Background: an optimization exercise with open tools, aiming at small area. Do not read the settings as production practice.
Function was checked by simulation only, so behaviour that the tests miss may differ from the original.

--- design/flow/run.sh ---
#!/bin/bash
# synth_recipe.tcl (not shown) runs the flow's synth.tcl, then flattens the netlist and writes it again
# the make line also repeats each setting of config.mk as NAME=value (left out here)
make -C /OpenROAD-flow-scripts/flow DESIGN_CONFIG=/design/flow/config.mk WORK_HOME=/design/flow/orfs CLKGATE_MAP_FILE= SYNTH_SCRIPT=/design/flow/synth_recipe.tcl finish
--- design/flow/config.mk ---
export PLATFORM = sky130hd
export DESIGN_NAME = adc_to_fifo
export DESIGN_NICKNAME = adc_to_fifo
export VERILOG_FILES = /design/flow/design.v
export SDC_FILE = /design/flow/constraint.sdc
export NUM_CORES = 4
export LEC_CHECK = 0
export CAP_MARGIN = 20
export CORE_MARGIN = 2
export CORE_UTILIZATION = 40
export PLACE_DENSITY = 0.6
export SLEW_MARGIN = 20
--- design/flow/constraint.sdc ---
create_clock -name core_clock -period 14.0 [get_ports {clk}]
set_input_delay 2.8000 -clock core_clock [delete_from_list [all_inputs] [get_ports {clk}]]
set_output_delay 2.8000 -clock core_clock [all_outputs]
set_load 0.01 [all_outputs]
--- design/flow/design.v ---
`timescale 1ns / 1ps
module sqrt_pipe (
    input wire clk,
    input wire [15:0] din,
    output wire [8:0] dout
    );
    integer i;
    reg [9:0]  rem_c;
    reg [7:0]  root_c;
    reg [11:0] rem_n;
    reg [11:0] trial;
    reg [8:0]  res;
    always @(*) begin
        rem_c = 0;
        root_c = 0;
        for (i = 7; i >= 0; i = i - 1) begin
            rem_n = {rem_c, din[2*i+1 -: 2]};
            trial = {2'b00, root_c, 2'b01};
            if (rem_n >= trial) begin
                rem_c = rem_n - trial;
                root_c = {root_c[6:0], 1'b1};
            end else begin
                rem_c = rem_n[9:0];
                root_c = {root_c[6:0], 1'b0};
            end
        end
        if (rem_c > {2'b00, root_c})
            res = {1'b0, root_c} + 9'd1;
        else
            res = {1'b0, root_c};
    end
    reg [9*9-1:0] dly;
    always @(posedge clk)
        dly <= {dly[8*9-1:0], res};
    assign dout = dly[9*9-1 -: 9];
endmodule
`timescale 1ns / 1ps
module threshold (
    input wire clk,
    input wire reset,
    input wire [11:0] in_data,
    input wire f_compute,
    output reg [11:0] t_mean,     
    output reg [8:0]  t_std       
    );
    localparam N = 32;
    localparam W = 24;
    reg [N*W-1:0] win;
    reg [16:0] acc;
    reg [20:0] sq_acc;
    reg [11:0] mean;
    reg [5:0]  pushes;            
    wire full = pushes[5];
    wire [11:0] x_out = full ? win[N*W-1 -: 12] : 12'd0;
    wire [11:0] a_out = full ? win[N*W-13 -: 12] : 12'd0;
    wire [12:0] diff = {1'b0, in_data} - {1'b0, mean};
    wire [11:0] a_in = diff[12] ? (~diff[11:0] + 12'd1) : diff[11:0];
    function [20:0] sqrow;
        input [11:0] a;
        input integer i;
        reg [23:0] r;
        begin
            r = 0;
            if (a[i]) r = ({12'd0, a} >> (i + 1) << (2 * i + 2)) | (24'd1 << (2 * i));
            sqrow = r[20:0];
        end
    endfunction
    wire [20:0] sq_in =
        sqrow(a_in, 0) + sqrow(a_in, 1) + sqrow(a_in, 2) + sqrow(a_in, 3) +
        sqrow(a_in, 4) + sqrow(a_in, 5) + sqrow(a_in, 6) + sqrow(a_in, 7) +
        sqrow(a_in, 8) + sqrow(a_in, 9) + sqrow(a_in, 10) + sqrow(a_in, 11);
    wire [20:0] sq_out =
        sqrow(a_out, 0) + sqrow(a_out, 1) + sqrow(a_out, 2) + sqrow(a_out, 3) +
        sqrow(a_out, 4) + sqrow(a_out, 5) + sqrow(a_out, 6) + sqrow(a_out, 7) +
        sqrow(a_out, 8) + sqrow(a_out, 9) + sqrow(a_out, 10) + sqrow(a_out, 11);
    wire [8:0] std;
    sqrt_pipe sqrt (
        .clk(clk),
        .din(sq_acc[20:5]),
        .dout(std)
    );
    always @(posedge clk) begin
        if (f_compute) begin
            win <= {win[(N-1)*W-1:0], in_data, a_in};
            t_mean <= mean;
            t_std <= std;
        end
    end
    always @(posedge clk) begin
        if (reset) begin
            acc <= 0;
            sq_acc <= 0;
            mean <= 0;
            pushes <= 0;
        end else if (f_compute) begin
            acc <= acc - {5'd0, x_out} + {5'd0, in_data};
            sq_acc <= sq_acc - sq_out + sq_in;
            mean <= acc[16:5];
            if (!full) pushes <= pushes + 1;
        end
    end
endmodule
`timescale 1ns / 1ps
module processing (
    input wire clk,
    input wire reset,
    input wire ready,
    input wire [11:0] x,
    output reg r_zero,            
    output reg [11:0] r_mean,
    output reg [8:0] r_std,
    output wire take              
    );
    localparam DL = 15;
    localparam DW = 21;
    localparam [1:0] INIT = 2'd0, BASE = 2'd1, PEAK = 2'd2;
    reg [1:0] state;
    reg [6:0] cnt;                
    reg compute;
    reg [11:0] in_data;
    wire [11:0] t_mean;
    wire [8:0]  t_std;
    threshold threshold (
        .clk(clk),
        .reset(reset),
        .in_data(in_data),
        .f_compute(compute),
        .t_mean(t_mean),
        .t_std(t_std)
    );
    reg [DL*DW-1:0] dl;
    wire [11:0] d_mean = dl[DL*DW-1 -: 12];
    wire [8:0]  d_std  = dl[DL*DW-13 -: 9];
    wire std_lt2 = (d_std[8:1] == 0);
    wire [9:0] p_off = {d_std, 1'b0} + {2'b00, d_std[8:1]};    
    wire [9:0] q_off = p_off - {8'd0, d_std[0], 1'b0};          
    wire [12:0] e = {1'b0, x} - {1'b0, d_mean};
    wire [11:0] mag = e[12] ? ~e[11:0] : e[11:0];
    wire [9:0] lim = std_lt2 ? 10'd5 : (e[12] ? q_off : p_off);
    wire wrap = std_lt2 && (d_mean < 12'd5);
    wire outside = wrap || ({mag, e[12]} > {2'b00, lim, 1'b0});
    wire push = ready && ((state == INIT) ||
                          (((state == BASE) || (state == PEAK && cnt[6])) && !outside));
    assign take = ready && (((state == BASE) && outside) ||
                            ((state == PEAK) && (!cnt[6] || outside)));
    always @(posedge clk) begin
        if (ready) in_data <= x;
        if (push) dl <= {dl[(DL-1)*DW-1:0], t_mean, t_std};
        if (ready && (state == PEAK) && cnt[6] && !outside) begin
            r_mean <= t_mean;
            r_std <= t_std;
        end else if (ready && ((state == INIT && cnt[5]) || (state == BASE && !outside))) begin
            r_mean <= d_mean;
            r_std <= d_std;
        end
    end
    always @(posedge clk) begin
        if (reset) begin
            state <= INIT;
            cnt <= 0;
            compute <= 0;
            r_zero <= 1;
        end else if (ready) begin
            case (state)
            INIT: begin
                compute <= 1;
                if (!cnt[5]) begin
                    cnt <= cnt + 1;
                end else begin
                    cnt <= 0;
                    r_zero <= 0;
                    state <= BASE;
                end
            end
            BASE: begin
                if (outside) begin
                    compute <= 0;
                    state <= PEAK;
                end
            end
            default: begin
                if (!cnt[6]) begin
                    cnt <= cnt + 1;
                end else if (outside) begin
                    cnt <= 0;
                end else begin
                    compute <= 1;
                    state <= BASE;
                end
            end
            endcase
        end
    end
endmodule
`timescale 1ns / 1ps
module adc_to_fifo(
    input wire clk,
    input wire rst,
    input wire ready,
    input wire [15:0] i_xadc,
    input wire i_dig,
    output reg [7:0] data_in,
    output reg write,
    input wire almost_full
    );
    reg [3:0] state;
    reg [11:0] adc_sample;
    reg [11:0] wave_sample;
    reg t_zero;
    reg [11:0] t_mean;
    reg [8:0] t_std;
    reg [2:0] dig_sync;
    wire r_zero;
    wire [11:0] r_mean;
    wire [8:0] r_std;
    wire take;
    processing processing (
        .clk(clk),
        .reset(rst),
        .ready(ready),
        .x(i_xadc[15:4]),
        .r_zero(r_zero),
        .r_mean(r_mean),
        .r_std(r_std),
        .take(take)
    );
    always @(posedge clk) begin
        dig_sync <= {dig_sync[1:0], i_dig};
        if (state == 4'd0 && ready)
            wave_sample <= take ? i_xadc[15:4] : 12'd0;
        if (state == 4'd1) begin
            adc_sample <= i_xadc[15:4];
            t_zero <= r_zero;
            t_mean <= r_mean;
            t_std <= r_std;
        end
    end
    always @(posedge clk) begin
        if (rst) begin
            state <= 0;
            write <= 0;
        end else begin
            write <= (state >= 4'd2) && !almost_full;
            if (state == 4'd0) begin
                if (ready) state <= 4'd1;
            end else if (state == 4'd1) begin
                state <= 4'd2;
            end else if (!almost_full) begin
                state <= (state == 4'd12) ? 4'd0 : state + 4'd1;
            end
        end
    end
    wire std_lt2 = (t_std[8:1] == 0);
    wire [9:0] p_off = {t_std, 1'b0} + {2'b00, t_std[8:1]};    
    wire [9:0] q_off = p_off - {8'd0, t_std[0], 1'b0};          
    wire lower = (state == 4'd8) || (state == 4'd9);
    wire [9:0] off = std_lt2 ? 10'd5 : (lower ? q_off : p_off);
    wire [13:0] sum = lower ? ({2'b00, t_mean} - {4'b0000, off})
                            : ({2'b00, t_mean} + {4'b0000, off});
    wire [15:0] thr = t_zero ? 16'd0 :
                      !sum[13] ? {2'b00, sum} :
                      std_lt2 ? {{2{sum[13]}}, sum} : 16'd0;
    always @(*) begin
        case (state)
        4'd3:  data_in = 8'hAA;
        4'd4:  data_in = {4'b0000, adc_sample[11:8]};
        4'd5:  data_in = adc_sample[7:0];
        4'd6:  data_in = thr[15:8];
        4'd7:  data_in = thr[7:0];
        4'd8:  data_in = thr[15:8];
        4'd9:  data_in = thr[7:0];
        4'd10: data_in = {4'b0000, wave_sample[11:8]};
        4'd11: data_in = wave_sample[7:0];
        4'd12: data_in = 8'hBB;
        default: data_in = {7'b0000000, dig_sync[2]};
        endcase
    end
endmodule
==> flow_metrics.tcl <==
set metrics [dict create \
    status "timing/DRC/antenna clean" \
    detail-route-antenna-nets 0 \
    fin_cells 5629 \
    r2r_end "processing.threshold.sqrt.dly[8]" \
    cts_tree "yes" \
    critPathKind "flip-flop to flip-flop" \
    hold-path-cell-count 0 \
    slowest_stage "or3_4" \
    numCtsBuffers 132 \
    finalSetupViolCount 0 \
    worstHoldEndpoint "processing.threshold.sqrt.dly[66]" \
    syn_nets 3899 \
    initial_utilization_pct 40.2 \
    r2r_start "processing.threshold.sq_acc[18]" \
    dp_cells 5381 \
    crit_fanout 9 \
    synthesis.area_mm2 0.0543 \
    first_pass_iters 5 \
    core_mm2 0.135 \
    critical_path_buf_inv_count 9 \
    grt_pass1_vias 26000 \
    clkLatencyLatePin_ns 0.76 \
    hp-start "processing.threshold.sqrt.dly[57]" \
    cp_top_family "compound AO/OA/AOI/OAI gates" \
    clk_pin_slew_worst_paths_ns 0.06 \
    routed_wl_um 92800 \
    numPortBuffers 25 \
    final_util_pct 46.0 \
    ios 30 \
    async_flop_share_pct 0 \
    gr-total-overflow 0 \
    grt_pass1_wl_um 144000 \
    most-common-layout-cells "edfxtp_1, inv_1, ha_1" \
    drt_iter0_drc 2042 \
    cp.arrival_ns 13.64 \
    regArea_mm2 0.0387 \
    num_vias 27000 \
    synth_edf_count 1183 \
    synth.distinct_cells 92 \
    grt_max_degree 197 \
    num-nets-final 4149 \
    r2r_setup_slack_ns 0.98 \
    cts_sinks 1339 \
    synth-seq-cells 1339 \
    whs_ns 0.305 \
    yosysSeqAreaShare_pct 71.2 \
    finClkSkew_ns 0.0498 \
    crit_required_ns 14.62 \
    area_delta_synth_final_pct 14.6 \
    cts_hold_buf 0 \
    place_congestion 0.851 \
    viasPerCell 4.79 \
    min_period_ns 13.02 \
    synth-main-ff-cell "edfxtp_1" \
    path_common_cell "ha_1" \
    worst_pin_slew_ns 1.06 \
    slew_viol_final 0 \
    die-area_mm2 0.139 \
    drc 0 \
    layout-drive-gt1-share_pct 11.2 \
    die_width_um 372 \
    final_common_cell "edfxtp_1" \
    synth_cells 3487 \
    hp-class "flip-flop to flip-flop" \
    fmax_ghz 0.0768 \
    clk_path_buf_depth 3 \
    start_kind "flip-flop" \
    finalHoldViolCount 0 \
    relSlewSlack_pct 29.6 \
    dp_hpwl_um 61100 \
    num_rows 135 \
    cts_root_buffer "clkbuf_16" \
    ys_warn_count 4 \
    cts.htree.levels 4 \
    wl_per_cell_um 16.5 \
    multi_input_area_mm2 0.0142 \
    die_h_um 372 \
    antenna_found_initial 5 \
    period_share_pct 93.0 \
    grt.total_usage_pct 13.4 \
    end_kind "flip-flop" \
    avgSynthCellArea_um2 15.6 \
    worstRegToRegCells 66 \
    cpPeakStageDelay_ns 0.45 \
    drv_cap 0 \
    fill_cells 11700 \
]
## worst register-to-register path, delay by kind of cell, from the launching register on
kind | cells | cell delay [ns]
AO/OA/AOI/OAI | 23 | 4.67
adder cells (fa/ha/maj) | 8 | 2.40
flip-flops | 1 | 0.37
buffers and inverters | 9 | 1.11
multiplexers | 1 | 0.27
AND/OR/NAND/NOR | 23 | 3.71
XOR/XNOR | 2 | 0.35
## synthesized netlist by cell type (4+ instances only)
cell,number,area share [%]
nor3_1,39,0.36
a221oi_1,7,0.11
nand3b_1,6,0.083
nor3b_1,7,0.097
xnor2_1,130,2.1
o22ai_1,6,0.069
o21bai_1,41,0.57
buf_1,6,0.041
fa_1,139,5.1
inv_1,335,2.3
edfxtp_1,1183,65
nand3_1,32,0.29
nand2b_1,21,0.24
a22oi_1,6,0.083
a21o_1,27,0.37
mux2_2,18,0.37
o31a_1,7,0.11
and3_1,42,0.48
o21ai_0,84,0.77
o21a_1,8,0.11
and2_1,41,0.47
buf_2,4,0.037
a211oi_1,8,0.11
o211ai_1,8,0.11
a21oi_1,155,1.4
o31ai_1,4,0.055
dfxtp_1,156,5.8
ha_1,252,5.8
nor2_1,239,1.7
a21boi_0,10,0.14
a22o_1,4,0.065
o41ai_1,4,0.065
xor2_1,40,0.65
a31oi_1,6,0.069
or3_1,9,0.10
nand2_1,162,1.1
or2_2,8,0.092
clkbuf_1,63,0.44
nand4_1,14,0.16
nor2b_1,30,0.35
mux2i_1,35,0.65
nor4_1,16,0.18
## stage by stage
| stage | cell area [µm²] | TNS [ns] | setup slack [ns] |
|---|---|---|---|
| after CTS | 62000 | 0 | 0.291 |
| after global placement | 57700 | 0 | 0.451 |
| after floorplan | 54300 | 0 | 0.159 |
| final | 62200 | 0 | 0.982 |
| after global routing | 62200 | -0.0342 | -0.0342 |
| after detailed placement | 57800 | 0 | 0.409 |
## routing by layer
layer  GRT usage, %  part of all wire [%]  up-vias
met5              0                     0        -
met4           4.01                   1.8        0
met3           2.65                   4.4      137
met2           19.9                    44      436
met1           19.8                    50    13400
li1               -                     -    13000
## what timing repair did
action	4_1_cts	5_1_grt
setup endpoints to repair	0	9
endpoints found under the hold margin	0	0
resized for setup	0	32
setup buffers	0	3
## registers in the layout (all words and copies together) (netlist names), 9 cells and up
register / count
processing.threshold.win: 768
processing.dl: 315
processing.threshold.sqrt.dly: 81
processing.threshold.sq_acc: 21
processing.threshold.acc: 17
adc_sample: 12
processing.in_data: 12
processing.r_mean: 12
processing.threshold.mean: 12
processing.threshold.t_mean: 12
t_mean: 12
wave_sample: 12
processing.r_std: 9
processing.threshold.t_std: 9
t_std: 9
## logic make-up (layout without fill, tap and decap cells)
logic type / Yosys count / in the layout / synth area share, %
AOI/OAI and AO/OA: 431 / 431 / 5.10
xor gates and xnor gates: 170 / 170 / 2.74
adders and majority gates: 391 / 391 / 10.9
buffers and inverters: 414 / 773 / 2.89
DFF: 1339 / 1339 / 71.2
muxes: 55 / 55 / 1.07
other: 0 / 2 / 0
and+or+nand+nor: 687 / 687 / 6.08
## worst max-delay path by stage
stage	slack, ns	startpoint	cells past startpoint	end
5_1_grt	-0.03	processing.threshold.sq_acc[18]	69	processing.threshold.sqrt.dly[8]
6_report	0.98	processing.threshold.sq_acc[18]	66	processing.threshold.sqrt.dly[8]
3_3_place_gp	0.45	processing.threshold.sq_acc[18]	65	processing.threshold.sqrt.dly[8]
3_5_place_dp	0.41	processing.threshold.sq_acc[18]	64	processing.threshold.sqrt.dly[8]
2_1_floorplan	0.16	processing.threshold.sq_acc[17]	75	processing.threshold.sqrt.dly[8]
4_1_cts	0.29	processing.threshold.sq_acc[18]	64	processing.threshold.sqrt.dly[8]
## layout make-up
| cell class | instances | share of cell area (%) |
|---|---|---|
| multi-input combinational | 1734 | 22.9 |
| antenna | 2 | 0.00805 |
| clock buffer | 174 | 5.64 |
| clock inverter | 69 | 1.21 |
| sequential | 1339 | 62.1 |
| inverter | 340 | 2.06 |
| timing repair buffer | 190 | 2.48 |
| tap | 1781 | 3.58 |

-- afterwards: timing with drivers on the ports --
The flow's constraints put no driver on any port. The routed layout listed below was extracted and timed again, unchanged, in two steps.
Step 1 assumes that a clkbuf_16 drives the clock port and a buf_2 every other input.
Step 2 also shifts input and output timing later by t, the mid clock arrival at the registers, as if the neighbouring blocks saw the same clock.
Slacks: ideal ports / drivers / drivers and shift; pairs: ideal ports / drivers.
t, ns: 0.806
setup slack, ns: 0.982 / 0.982 / 0.982
worst slew at a driven data input, ns: 0.04
cell pins on the clock port's net: 1
After both steps this run still meets setup and hold. The setup slack of this run moves by 0.000 ns with the drivers and by 0.000 ns with both steps.
